This is an optimization exercise on Yosys and OpenROAD, whose aim is small area, a short achievable clock period and few clock cycles per item, not a production implementation. The RTL was checked by simulation tests, not by an equivalence proof against the original design. The flow treats the clock pin as an ideal source, which a real chip does not have.

// systolic_array
module systolic_array #(
    parameter N_SIZE = 5 ,
    parameter DATAWIDTH = 16
) (
    input logic clk,rst_n,valid_in,
    input wire [N_SIZE*DATAWIDTH-1:0] matrix_a_in,
    input wire [N_SIZE*DATAWIDTH-1:0] matrix_b_in,
    output logic valid_out,
    output logic [N_SIZE*2*DATAWIDTH-1:0] matrix_c_out
);
For scale: roughly 5,200 cells after synthesis, about 320 I/O pins, ~0.063 sq mm of cells after synthesis.
clock: 10.0 ns
lec_check: 0
cap_margin: 20
core_margin: 2
core_utilization: 60
cts_cluster_diameter: 60
cts_cluster_size: 30
slew_margin: 20
synth_hierarchical: 1
synth_minimum_keep_size: 0
standard.sh (not shown) runs the stock make flow with config.mk's settings and CLKGATE_MAP_FILE= SYNTH_SCRIPT=/design/flow/synth_recipe.tcl, a recipe that flattens the netlist after the stock synthesis.
==> flow/flow/run.sh <==
#!/bin/bash
# Layout flow: the standard ORFS flow (standard.sh: unchanged synthesis and
# steps) with these changes in how the layout is made:
#  - the timing repair is asked to keep more setup slack than the 10 ns clock
#    needs, so that it also shortens paths that already meet it;
#  - the port buffers that the flow inserts on every input and output are
#    buf_2 cells instead of the flow's default delay-buffer cells;
#  - clock tree synthesis runs without dummy loads (same clustering as
#    CTS_CLUSTER_SIZE / CTS_CLUSTER_DIAMETER in config.mk);
#  - after clock tree synthesis, the accumulator registers (internal only:
#    fed by the Booth/operand registers, feeding themselves and the result
#    registers) get their clock through two more buffers (useful skew for the
#    multiply-accumulate paths). No port-facing register is touched.
set -euo pipefail
MARGIN=${REPAIR_MARGIN:-6.5}
KNOBS=(SETUP_SLACK_MARGIN=$MARGIN
  "BUFFER_PORTS_ARGS=-buffer_cell sky130_fd_sc_hd__buf_2"
  "CTS_ARGS=-sink_clustering_enable -repair_clock_nets -sink_clustering_size 30 -sink_clustering_max_diameter 60 -dont_use_dummy_load")
bash standard.sh "${KNOBS[@]}" cts > flow_make_cts.log 2>&1
PLATFORM_DIR=$FLOW_HOME/platforms/$FLOW_PLATFORM \
ECO_DB=orfs/results/$FLOW_PLATFORM/systolic_array/base/4_cts.odb \
SKEW_TCL=flow/skew.tcl \
SKEW_CELL="sky130_fd_sc_hd__clkbuf_2 sky130_fd_sc_hd__clkbuf_8" \
SKEW_PATTERN='GEN_MAC.*acc_' \
  openroad -no_init -exit flow/eco.tcl > flow_skew.log 2>&1
bash standard.sh "${KNOBS[@]}" finish > flow_make.log 2>&1
==> flow/flow/skew.tcl <==
# Useful skew for the accumulator registers: the clock pins of the registers
# whose names match SKEW_PATTERN are moved behind a chain of clock buffers
# (SKEW_CELL) per leaf clock net, so they capture later than the Booth and
# operand registers that feed them. Accumulators drive no port and no port drives them.
set db [ord::get_db]
set block [ord::get_db_block]
set cell $::env(SKEW_CELL)
set pattern $::env(SKEW_PATTERN)
set chain {}
foreach c $cell { lappend chain [$db findMaster $c] }
set maxg [expr {[info exists ::env(SKEW_MAXG)] ? $::env(SKEW_MAXG) : 1000}]
set groups [dict create]
foreach inst [$block getInsts] {
  set name [$inst getName]
  if {![regexp $pattern $name]} continue
  set it [$inst findITerm CLK]
  if {$it eq "NULL" || $it eq ""} continue
  set net [$it getNet]
  set key [$net getName]
  set j 0
  while {[dict exists $groups "$key/$j"] && [llength [dict get $groups "$key/$j"]] >= $maxg} { incr j }
  dict lappend groups "$key/$j" $it
}
set n 0
dict for {netname iterms} $groups {
  set leaf [$block findNet [lindex [split $netname /] 0]]
  set src $leaf
  set insts {}
  set m 0
  foreach master $chain {
    set inst [odb::dbInst_create $block $master "skewbuf_${n}_$m"]
    set newnet [odb::dbNet_create $block "skewnet_${n}_$m"]
    $newnet setSigType CLOCK
    [$inst findITerm A] connect $src
    [$inst findITerm X] connect $newnet
    set src $newnet
    lappend insts $inst
    incr m
  }
  set sx 0; set sy 0
  foreach it $iterms {
    $it disconnect
    $it connect $newnet
    set loc [[$it getInst] getLocation]
    set sx [expr {$sx + [lindex $loc 0]}]; set sy [expr {$sy + [lindex $loc 1]}]
  }
  set k [llength $iterms]
  foreach inst $insts {
    $inst setLocation [expr {int($sx / $k)}] [expr {int($sy / $k)}]
    $inst setPlacementStatus PLACED
  }
  incr n
}
puts "skew: inserted $n $cell buffers"
global_connect
detailed_placement
check_placement
Other scripts of this flow, unchanged in this note and not shown: flow/flow/eco.tcl
Testbench counts at the start, summed over its fixed seeds: cycles 6,912, matrices 256.
Then changed:
--- a/flow/flow/run.sh
+++ b/flow/flow/run.sh
@@ -5 +5,2 @@
-#    needs, so that it also shortens paths that already meet it;
+#    needs (6.0 ns up to clock tree synthesis, 6.8 ns after it), so that it
+#    also shortens paths that already meet 10 ns;
@@ -12,2 +13,3 @@
-#    registers) get their clock through two more buffers (useful skew for the
-#    multiply-accumulate paths). No port-facing register is touched.
+#    registers) get their clock through a short chain of extra clock buffers
+#    (useful skew for the multiply-accumulate paths). No register that a port
+#    feeds or that feeds a port is touched.
@@ -15,3 +17 @@
-MARGIN=${REPAIR_MARGIN:-6.5}
-KNOBS=(SETUP_SLACK_MARGIN=$MARGIN
-  "BUFFER_PORTS_ARGS=-buffer_cell sky130_fd_sc_hd__buf_2"
+COMMON=("BUFFER_PORTS_ARGS=-buffer_cell sky130_fd_sc_hd__buf_2"
@@ -19 +19,2 @@
-bash standard.sh "${KNOBS[@]}" cts > flow_make_cts.log 2>&1
+bash standard.sh SETUP_SLACK_MARGIN=6.0 "${COMMON[@]}" cts > flow_make_cts.log 2>&1
+B=sky130_fd_sc_hd__clkbuf_2
@@ -23 +24 @@
-SKEW_CELL="sky130_fd_sc_hd__clkbuf_2 sky130_fd_sc_hd__clkbuf_8" \
+SKEW_CELL="$B $B $B sky130_fd_sc_hd__clkbuf_8" \
@@ -26 +27 @@
-bash standard.sh "${KNOBS[@]}" finish > flow_make.log 2>&1
+bash standard.sh SETUP_SLACK_MARGIN=6.8 "${COMMON[@]}" finish > flow_make.log 2>&1
--- a/flow/flow/skew.tcl
+++ b/flow/flow/skew.tcl
@@ -54,0 +55,12 @@
+# Optional resizing: SKEW_SWAPS = "regex=cell;regex=cell" (same function, other drive strength)
+if {[info exists ::env(SKEW_SWAPS)] && $::env(SKEW_SWAPS) ne ""} {
+  foreach item [split $::env(SKEW_SWAPS) ";"] {
+    lassign [split $item "="] re cname
+    set m [$db findMaster $cname]
+    set k 0
+    foreach inst [$block getInsts] {
+      if {[regexp $re [$inst getName]]} { $inst swapMaster $m; incr k }
+    }
+    puts "skew: $k instances matching $re are now $cname"
+  }
+}
The new run finished with timing, DRC and antenna clean.
Sequential cell count does not change.
Setup slack gets better by 0.11 ns.
Area after synthesis does not change.
Final area climbs by 0.99%.

==> separate check: timing with driven ports <==
How much do the figures lean on ideal ports? The routed layouts below were timed once more, with nothing changed but the port constraints.
Step 1, drivers: a clkbuf_16 drives clk and a buf_2 each remaining input, both assumed.
Step 2, shift: input delay + t, output delay - t, t = (earliest + latest rising clock arrival at the registers) / 2. This alone moves slack from input paths to output paths.
a / b / c = ideal / step 1 / step 2; a / b = the first two.
| run | t, ns | slack for setup (ns) | worst hold slack (ns) | worst setup path at the end | latest minus earliest clock arrival (ns) | cell pins on the clock port's net |
|---|---|---|---|---|---|---|
| the first run | 0.875 | 6.701 / 6.682 / 6.701 | 0.259 / 0.259 / 0.259 | register to register | 0.308 / 0.307 | 1 |
| the second run | 0.943 | 6.815 / 6.737 / 6.766 | 0.277 / 0.277 / 0.277 | input to register | 0.514 / 0.515 | 1 |
Clock arrivals are far apart in the first run and the second run, so t is only a midpoint there and step 2 fits no single register. The setup slack of the second run, which loses most, moves by -0.078 ns with the drivers and by -0.049 ns with both steps.
